From an optimization exercise on the open Yosys and OpenROAD flow, aimed at small area and a short achievable clock period; shortcuts taken in it are not production practice.
In this exercise RTL edits were held to simulation tests only and were not proved equivalent to the original.
No activity file was given, so power comes from the tool's default toggle rates.

## v23
==> flow/design.v <==
`timescale 1ns/1ns
module CAM #(parameter SIZE=32)(
	input 							clock, reset,
	input 							enable,
	input 							command,
	input[31:0]						data,
	input[$clog2(SIZE)-1:0]			write_idx,
	output reg[$clog2(SIZE)-1:0]	read_idx,
	output reg						hit
);
	localparam IW = $clog2(SIZE);	 
	wire wr = enable & command;
	wire rd = enable & ~command;
	reg [SIZE-1:0] valid;
	wire search = rd && !reset;		 
	wire [SIZE-1:0] z;				 
	wire [3:0] we_lo;
	wire [7:0] we_hi;
	wire [SIZE-1:0] we;
	genvar i;
	generate for (i = 0; i < 4; i = i + 1) begin : pl
		assign we_lo[i] = write_idx[1:0] == i;
	end
	for (i = 0; i < 8; i = i + 1) begin : ph
		assign we_hi[i] = !reset && wr && write_idx[4:2] == i;
	end
	for (i = 0; i < SIZE; i = i + 1) begin : e
		reg [31:0] word;
		CAM_and2 u_we (.a(we_lo[i % 4]), .b(we_hi[i / 4]), .y(we[i]));
		always @(posedge clock)
			if (we[i])
				word <= data;
		wire live;
		CAM_and2 u_live (.a(valid[i]), .b(search), .y(live));
		CAM_miss u_miss (.word(word), .key(data), .valid(live), .z(z[i]));
	end endgenerate
	wire			any;
	wire [IW-1:0]	first;
	CAM_first u_first (.z(z), .hit(any), .idx(first));
	always @(posedge clock) begin
		hit <= any;
		read_idx <= first;
	end
	always @(posedge clock)
		if (reset)
			valid <= 0;
		else if (wr)
			valid[write_idx] <= 1'b1;
endmodule
module CAM_miss(
	input [31:0]	word,
	input [31:0]	key,
	input			valid,
	output			z
);
	wire [31:0]	eq1;	 
	wire [15:0]	ne2;	 
	wire [7:0]	eq4;	 
	wire [3:0]	ne8;	 
	wire [1:0]	eq16;	 
	genvar j;
	generate for (j = 0; j < 32; j = j + 1) begin : b
		CAM_xnor2 u (.a(word[j]), .b(key[j]), .y(eq1[j]));
	end
	for (j = 0; j < 16; j = j + 1) begin : p
		CAM_nand2 u (.a(eq1[2*j]), .b(eq1[2*j+1]), .y(ne2[j]));
	end
	for (j = 0; j < 8; j = j + 1) begin : n
		CAM_nor2 u (.a(ne2[2*j]), .b(ne2[2*j+1]), .y(eq4[j]));
	end
	for (j = 0; j < 4; j = j + 1) begin : y
		CAM_nand2 u (.a(eq4[2*j]), .b(eq4[2*j+1]), .y(ne8[j]));
	end endgenerate
	CAM_nor2 u_h0 (.a(ne8[0]), .b(ne8[1]), .y(eq16[0]));
	CAM_nor2 u_h1 (.a(ne8[2]), .b(ne8[3]), .y(eq16[1]));
	CAM_nand3 u_w (.a(eq16[0]), .b(eq16[1]), .c(valid), .y(z));
endmodule
module CAM_first(
	input [31:0]	z,
	output			hit,	 
	output [4:0]	idx		 
);
	genvar i, l, b;
	generate for (l = 1; l <= 5; l = l + 1) begin : t
		localparam N = 32 >> l;
		wire [N-1:0] h;
		wire [N*l-1:0] x;
		for (i = 0; i < N; i = i + 1) begin : n
			wire cl, ch;	 
			wire [l-1:0] xo;
			if (l == 1) begin : c
				assign cl = z[2*i];
				assign ch = z[2*i+1];
			end else begin : c
				assign cl = t[l-1].h[2*i];
				assign ch = t[l-1].h[2*i+1];
			end
			if (l == 5) begin : o
				CAM_nand2 u_h (.a(cl), .b(ch), .y(h[i]));
				CAM_nor2b u_t (.a(ch), .b_n(cl), .y(xo[l-1]));
				for (b = 0; b < l - 1; b = b + 1) begin : m
					CAM_a21o u (.a1(cl), .a2(t[l-1].x[(2*i+1)*(l-1) + b]), .b1(t[l-1].x[(2*i)*(l-1) + b]), .y(xo[b]));
				end
			end else if (l % 2 == 1) begin : o
				CAM_nand2  u_h (.a(cl), .b(ch), .y(h[i]));
				CAM_nand2b u_t (.a_n(ch), .b(cl), .y(xo[l-1]));
				for (b = 0; b < l - 1; b = b + 1) begin : m
					CAM_a21oi u (.a1(cl), .a2(t[l-1].x[(2*i+1)*(l-1) + b]), .b1(t[l-1].x[(2*i)*(l-1) + b]), .y(xo[b]));
				end
			end else begin : o
				CAM_nor2  u_h (.a(cl), .b(ch), .y(h[i]));
				CAM_nor2b u_t (.a(cl), .b_n(ch), .y(xo[l-1]));
				for (b = 0; b < l - 1; b = b + 1) begin : m
					CAM_o21ai u (.a1(cl), .a2(t[l-1].x[(2*i+1)*(l-1) + b]), .b1(t[l-1].x[(2*i)*(l-1) + b]), .y(xo[b]));
				end
			end
			assign x[i*l +: l] = xo;
		end
	end endgenerate
	assign hit = t[5].h[0];
	assign idx = t[5].x[4:0];
endmodule
module CAM_xnor2(input a, input b, output y);
	assign y = ~(a ^ b);
endmodule
module CAM_nand3(input a, input b, input c, output y);
	assign y = ~(a & b & c);
endmodule
module CAM_and2(input a, input b, output y);
	assign y = a & b;
endmodule
module CAM_nor2(input a, input b, output y);
	assign y = ~(a | b);
endmodule
module CAM_nand2(input a, input b, output y);
	assign y = ~(a & b);
endmodule
module CAM_nand2b(input a_n, input b, output y);
	assign y = ~(~a_n & b);
endmodule
module CAM_nor2b(input a, input b_n, output y);
	assign y = ~a & b_n;
endmodule
module CAM_a21oi(input a1, input a2, input b1, output y);
	assign y = ~((a1 & a2) | b1);
endmodule
module CAM_o21ai(input a1, input a2, input b1, output y);
	assign y = ~((a1 | a2) & b1);
endmodule
module CAM_a21o(input a1, input a2, input b1, output y);
	assign y = (a1 & a2) | b1;
endmodule
Settings: LEC_CHECK=0, CAP_MARGIN=20, CORE_MARGIN=2, CORE_UTILIZATION=40, CTS_BUF_LIST=sky130_fd_sc_hd__clkbuf_8, CTS_CLUSTER_DIAMETER=80, CTS_CLUSTER_SIZE=12, SETUP_SLACK_MARGIN=2.3, SLEW_MARGIN=20, SYNTH_HIERARCHICAL=1, SYNTH_MINIMUM_KEEP_SIZE=0, TNS_END_PERCENT=30; clock period 4.5 ns.
run.sh (not shown) runs the stock make flow with config.mk's settings and CLKGATE_MAP_FILE= SYNTH_SCRIPT=/design/flow/synth_recipe.tcl, a recipe that flattens the netlist after the stock synthesis.
What v44 does differently from v23 at the input level:
- CTS_CLUSTER_SIZE: 12 -> 20
- PLACE_DENSITY: unset -> 0.7
- TNS_END_PERCENT: 30 -> unset
- CTS_BUF_LIST: sky130_fd_sc_hd__clkbuf_8 -> sky130_fd_sc_hd__clkbuf_8 sky130_fd_sc_hd__clkbuf_16
Findings:
Between v23 and v44, the number of multi-input combinational cells figures differ only marginally.
Hold-critical path depth ended up 1 higher on v44 than on v23.
Cmp v44 vs v23: shortest period the worst path allows lower in v44
Wire: v44 routes more than v23
Met1 track demand over resource in global routing (lower): v44
Modified inputs, v59 compared to v44
- a change of CTS_CLUSTER_SIZE from 20 to 12
- a change of CTS_BUF_LIST from sky130_fd_sc_hd__clkbuf_8 sky130_fd_sc_hd__clkbuf_16 to sky130_fd_sc_hd__clkbuf_8
- a deleted PLACE_DENSITY that had been 0.7
Findings:
Taking v44 as the reference, in v59 combined global-route utilization of all metal layers picked up an extra 1.3 points; routed wire length decreased by about 6% relative to the old numbers; hold slack has increased; clock slew at the register clock pins of the worst setup and hold paths neither gained nor lost much.
v59: share of the cycle needed by the critical path after routing is 0.53 points lower than what v44 reported.
Looking at startpoint of the worst setup timing path, the write_idx[2] result is from v44; the command one comes from v59.
Of v59 and v44, the higher clock power share belongs to v44.
Compared with v44, in v59 smallest setup slack after layout grew by 24 ps, internal power shrank by about 2.5%.
Inputs modified between v59 and v52:
- CTS_BUF_LIST now sky130_fd_sc_hd__clkbuf_8 sky130_fd_sc_hd__clkbuf_16, was sky130_fd_sc_hd__clkbuf_8
- CTS_CLUSTER_SIZE now 25, was 12
Findings:
- Taking v59 as the reference, in v52 critical path's largest stage delay went down; sequential cell area in the final layout about even.
- Diff v59 -> v52: part of the cycle the worst path needs now sits at about the same level, final design instance area without fill rose by about 0.4%.
- In v52, the total power came out 2.3% above the value in v59.
- Looking at v52 and v59, the first-pass GRT wire length is a wash.
- v52 vs. v59: global routing usage on met1 went up by 0.92 points, detailed route wirelength on metal3 went down by 220 microns, clock buffer count went down by 48%, number of buffers inserted during clock tree synthesis went down by about 50%, clock transition at the registers of the reported paths went up by 20 ps.

* * *

== v47 ==
// CAM: RTL as listed in full above, without the edits since
Settings: LEC_CHECK=0, CAP_MARGIN=20, CORE_MARGIN=2, CORE_UTILIZATION=40, CTS_BUF_LIST=sky130_fd_sc_hd__clkbuf_8 sky130_fd_sc_hd__clkbuf_16, CTS_CLUSTER_DIAMETER=80, CTS_CLUSTER_SIZE=20, SETUP_SLACK_MARGIN=2.3, SLEW_MARGIN=20, SYNTH_HIERARCHICAL=1, SYNTH_MINIMUM_KEEP_SIZE=0; clock period 4.5 ns.
Looking at the reports, v47 completed the entire flow and the layout it produced met the timing, design-rule and antenna checks.
Input-level comparison between v53 and v47:
Settings: SETUP_SLACK_MARGIN now 2.4, was 2.3.
## What came out
v53 reached the final stage; the timing, design-rule and antenna checks on its layout passed.
Cell type of the slowest stage on the worst timing path: buf_8 -> v47, nor2_4 -> v53
v53: total power about 1.5% above v47
Taking v47 over v53, the cell area ratio works out to 0.948.
Minimum clock period after layout in v53 is 70 ps lower than in v47
Number of iterations in the first detailed-routing pass delta for v53 relative to v47: 1 higher
Modified inputs, v51 compared to v53
Settings: swapping 20 for 12 in CTS_CLUSTER_SIZE; swapping 2.4 for 2.3 in SETUP_SLACK_MARGIN; swapping sky130_fd_sc_hd__clkbuf_8 sky130_fd_sc_hd__clkbuf_16 for sky130_fd_sc_hd__clkbuf_8 in CTS_BUF_LIST; swapping 40 for 55 in CORE_UTILIZATION.
==> comparison <==
Looking at standard cell with the maximum stage delay on the critical path, the or3_4 result is from v51; the nor2_4 one comes from v53. Of v51 and v53, it is v51 that has the higher total power density per cell area. Summary — sequential share of layout area, v51 relative to v53: higher, by 3.5 points. Relative to v53, number of cells on the worst hold path decreased by 1 in v51. The routed wirelength normalized by instance count in v51 is 1.05 times that in v53. Number of filler instances in the final layout: v51 vs v53 down about 37%.
Modified inputs, v26 compared to v51
Settings: TNS_END_PERCENT now 10, previously not set; CORE_UTILIZATION now 40, was 55.
Results
Re post-synth net total: no difference whatsoever between v26 and v51. From v51 to v26 the numbers moved as follows: global-route track usage on met3 decreased by 0.66 points relative to the old numbers, later-pin clock latency in the skew report stayed essentially flat, area growth from synthesis to layout shows a reduction of 2.2 points.
Changes in v13 relative to v26:
Settings: clearing TNS_END_PERCENT, which used to be 10; swapping 40 for 70 in CORE_UTILIZATION.
## What came out
v13 reached the end of the flow, and the finished layout is clean on the timing, design-rule and antenna checks. Core utilization: v13 higher than v26. Cmp v13 vs v26: relative contribution of the clock network to total power lower in v13. Between v26 and v13, the count of input and output buffers does not differ in any meaningful way. Comparing v26 and v13, buffer and inverter count on the worst path is lower on v26. v13 vs. v26: share of power burned in registers dropped 0.6 points, post-layout instance count excluding filler cells dropped about 12%. Of v26 and v13, v26 shows the lower part of the power in combinational logic, with v13 above it.
> inputs changed (v13 -> v31)
Settings: a change of CTS_CLUSTER_SIZE from 12 to 20; an added GPL_ROUTABILITY_DRIVEN of 0; a change of CORE_UTILIZATION from 70 to 40; a change of CTS_BUF_LIST from sky130_fd_sc_hd__clkbuf_8 to sky130_fd_sc_hd__clkbuf_8 sky130_fd_sc_hd__clkbuf_16.
Findings:
v31: all stages complete, timing, DRC and antenna checks passed
v31 vs. v13: fraction of standard cell area that is sequential dropped 0.87 points; met1 track demand over resource in global routing dropped 21 points.
The capturing element of the worst setup path comes out read_idx[2] in one run and read_idx[1] in the other, namely in v13 and v31 respectively.
In terms of number of antenna violations at the first check in global routing, v13 and v31 differ only marginally.
In v31, clock network area share is higher than in v13.
v31 vs v13, global-route track usage on met3 went down by 0.30 points.

* * *

RTL: the design.v shown in full above, as it stands there.
==> flow/config.mk <==
export PLATFORM = sky130hd
export DESIGN_NAME = CAM
export DESIGN_NICKNAME = CAM
export VERILOG_FILES = /design/flow/design.v
export SDC_FILE = /design/flow/constraint.sdc
export NUM_CORES = 4
export LEC_CHECK = 0
export CAP_MARGIN = 20
export CORE_MARGIN = 2
export CORE_UTILIZATION = 40
export CTS_BUF_LIST = sky130_fd_sc_hd__clkbuf_8
export CTS_CLUSTER_DIAMETER = 80
export CTS_CLUSTER_SIZE = 17
export SETUP_SLACK_MARGIN = 2.3
export SLEW_MARGIN = 20
export SYNTH_HIERARCHICAL = 1
export SYNTH_MINIMUM_KEEP_SIZE = 0
==> flow/constraint.sdc <==
create_clock -name core_clock -period 4.5 [get_ports {clock}]
set_input_delay 0.9000 -clock core_clock [delete_from_list [all_inputs] [get_ports {clock}]]
set_output_delay 0.9000 -clock core_clock [all_outputs]
set_load 0.01 [all_outputs]
The baseline passed the timing, design-rule and antenna checks.
Then changed:
--- a/flow/config.mk
+++ b/flow/config.mk
@@ -10,6 +10,6 @@
 export CORE_UTILIZATION = 40
-export CTS_BUF_LIST = sky130_fd_sc_hd__clkbuf_8
+export CTS_BUF_LIST = sky130_fd_sc_hd__clkbuf_8 sky130_fd_sc_hd__clkbuf_16
 export CTS_CLUSTER_DIAMETER = 80
-export CTS_CLUSTER_SIZE = 17
-export SETUP_SLACK_MARGIN = 2.3
+export CTS_CLUSTER_SIZE = 20
+export SETUP_SLACK_MARGIN = 2.2
 export SLEW_MARGIN = 20
The changed run ran to the end with no violations. Routed wire length shrinks by 4.0%. Cell area shrinks by 0.98%. Global-route usage shrinks by 0.95 points. Setup slack loses 0.14 ns.
Then changed:
--- a/flow/config.mk
+++ b/flow/config.mk
@@ -7,3 +7,3 @@
 export LEC_CHECK = 0
-export CAP_MARGIN = 20
+export CAP_MARGIN = 10
 export CORE_MARGIN = 2
@@ -13,4 +13,4 @@
 export CTS_CLUSTER_SIZE = 20
-export SETUP_SLACK_MARGIN = 2.2
-export SLEW_MARGIN = 20
+export SETUP_SLACK_MARGIN = 2.3
+export SLEW_MARGIN = 10
 export SYNTH_HIERARCHICAL = 1
Effect:
- design area increases by 2.0%
- power is higher by about 0.9%
- via count came out higher by about 2.4%
Then changed:
--- a/flow/config.mk
+++ b/flow/config.mk
@@ -7,10 +7,10 @@
 export LEC_CHECK = 0
-export CAP_MARGIN = 10
+export CAP_MARGIN = 20
 export CORE_MARGIN = 2
 export CORE_UTILIZATION = 40
-export CTS_BUF_LIST = sky130_fd_sc_hd__clkbuf_8 sky130_fd_sc_hd__clkbuf_16
+export CTS_BUF_LIST = sky130_fd_sc_hd__clkbuf_4 sky130_fd_sc_hd__clkbuf_8
 export CTS_CLUSTER_DIAMETER = 80
-export CTS_CLUSTER_SIZE = 20
+export CTS_CLUSTER_SIZE = 16
 export SETUP_SLACK_MARGIN = 2.3
-export SLEW_MARGIN = 10
+export SLEW_MARGIN = 20
 export SYNTH_HIERARCHICAL = 1
What happened: Combinational power fell by about 7%; register-to-register slack gets better by 0.04 ns; clock power fell by about 11%; final area fell by about 0.7%; area after synthesis stays the same; via count fell by about 0.7%; clock-buffer cell count rose by 55; setup slack gets worse by 0.042 ns; routed wire length fell by 4.1%; total power fell by about 4%.

* * *

Starts from the design.v that is shown in full above.
clock: 4.5 ns
lec_check: 0
cap_margin: 20
core_margin: 2
core_utilization: 40
cts_buf_list: sky130_fd_sc_hd__clkbuf_8
cts_cluster_diameter: 80
cts_cluster_size: 15
setup_slack_margin: 2.3
slew_margin: 20
synth_hierarchical: 1
synth_minimum_keep_size: 0
Change:
Settings changed: CTS_CLUSTER_DIAMETER 80 to 50, CTS_CLUSTER_SIZE 15 to 20.
Effect:
- cell area grows by 1.6%
- core utilization rose by 0.73 points
- wire length drops by 1.2%
- worst hold slack is worse by 0.011 ns
- area after synthesis stays the same

* * *

## wip/delta
Another version of the RTL of CAM (not shown whole).
For scale: about 47 I/O pins, roughly 49000 um2 of cells after synthesis.
Settings: LEC_CHECK=0, ABC_AREA=1, CAP_MARGIN=20, CORE_MARGIN=2, CORE_UTILIZATION=40, SETUP_SLACK_MARGIN=2.3, SLEW_MARGIN=20; clock period 4.5 ns.
wip/delta went all the way through synthesis, placement and routing and the layout is clean on timing, DRC and antenna.
Edits applied to the flow inputs when going from wip/delta to wip/quartz:
diff --git a/flow/config.mk b/flow/config.mk
--- a/flow/config.mk
+++ b/flow/config.mk
@@ -7,3 +7,2 @@
 export LEC_CHECK = 0
-export ABC_AREA = 1
 export CAP_MARGIN = 20
@@ -11,3 +10,3 @@
 export CORE_UTILIZATION = 40
-export SETUP_SLACK_MARGIN = 2.3
+export SETUP_SLACK_MARGIN = 2.2
 export SLEW_MARGIN = 20
==> run summary <==
Horizontal extent of the die | wip/quartz below wip/delta. wip/quartz: no failed stages, no open violations at the end. Min final design instance area without fill across wip/quartz and wip/delta: wip/quartz. [compare] base=wip/delta new=wip/quartz: instance count on the critical path lost 1; power share of the combinational group went down.
diff inputs: wip/quartz => wip/raven
diff --git a/flow/config.mk b/flow/config.mk
--- a/flow/config.mk
+++ b/flow/config.mk
@@ -7,2 +7,3 @@
 export LEC_CHECK = 0
+export ABC_AREA = 1
 export CAP_MARGIN = 20
@@ -10,3 +11,4 @@
 export CORE_UTILIZATION = 40
-export SETUP_SLACK_MARGIN = 2.2
+export SETUP_SLACK_MARGIN = 2.3
 export SLEW_MARGIN = 20
+export TNS_END_PERCENT = 5
[summary]
Area of the core region grows by a little under 10% when moving from wip/quartz to wip/raven. wip/raven ended with more initial antenna violation count than wip/quartz. The maximum resistive drop on vdd reported for wip/raven is smaller than that of wip/quartz by 12%. Status: adder-cell area share of the yosys netlist parity (wip/raven, wip/quartz).

-- afterwards: timing with drivers on the ports --
No port has a modelled driver above. Below, the same layouts with a new extraction and two added sets of constraints. Step 1 sets driving cells, clkbuf_16 on the clock port and buf_2 on the other inputs (assumed; they add their load-dependent delay and slew). Step 2 times the ports against the registers' clock, not the clock port: input delays grow and output delays shrink by t, the midpoint of the rising clock arrivals with the driver on. Three values: ideal, step 1, step 2; two values: the first two.
run	t, ns	slack for setup (ns)	worst setup path at the end	clock arrival spread, ns	worst slew at a driven data input, ns
v23	0.818	2.246 / 2.174 / 1.356	input to register	0.034 / 0.034	0.27
v44	0.746	2.281 / 2.145 / 1.398	input to register	0.035 / 0.035	0.30
v59	0.812	2.305 / 2.242 / 1.431	input to register	0.040 / 0.040	0.20
v52	0.734	2.309 / 2.125 / 1.390	input to register	0.039 / 0.039	0.30
v47	0.755	2.315 / 2.232 / 1.477	input to register	0.032 / 0.032	0.25
v53	0.764	2.386 / 2.235 / 1.471	input to register	0.039 / 0.039	0.29
v51	0.806	2.264 / 2.175 / 1.369	input to register	0.050 / 0.050	0.32
v26	0.799	2.207 / 2.192 / 1.393	input to register	0.048 / 0.048	0.23
v13	0.804	2.262 / 2.122 / 1.317	input to register	0.035 / 0.035	0.29
v31	0.755	2.315 / 2.232 / 1.477	input to register	0.032 / 0.032	0.25
the first run of note 3	0.802	2.290 / 2.232 / 1.430	input to register	0.035 / 0.035	0.22
the second run of note 3	0.764	2.154 / 2.155 / 1.391	input to register	0.055 / 0.055	0.24
the third run of note 3	0.755	2.315 / 2.232 / 1.477	input to register	0.032 / 0.032	0.25
the fourth run of note 3	0.803	2.274 / 2.173 / 1.370	input to register	0.054 / 0.054	0.21
the first run of note 4	0.793	2.303 / 2.237 / 1.445	input to register	0.064 / 0.063	0.21
the second run of note 4	0.851	2.244 / 2.173 / 1.323	input to register	0.056 / 0.057	0.15
wip/delta	0.768	2.188 / 2.086 / 1.318	input to register	0.036 / 0.036	0.26
wip/quartz	0.760	1.657 / 1.677 / 0.917	input to register	0.027 / 0.027	0.17
wip/raven	0.776	2.154 / 2.170 / 1.402	input to register	0.036 / 0.036	0.13
After both steps setup and hold are still met in every run listed. For v13, which loses most, drivers alone change the setup slack by -0.140 ns; drivers and shift together by -0.945 ns.
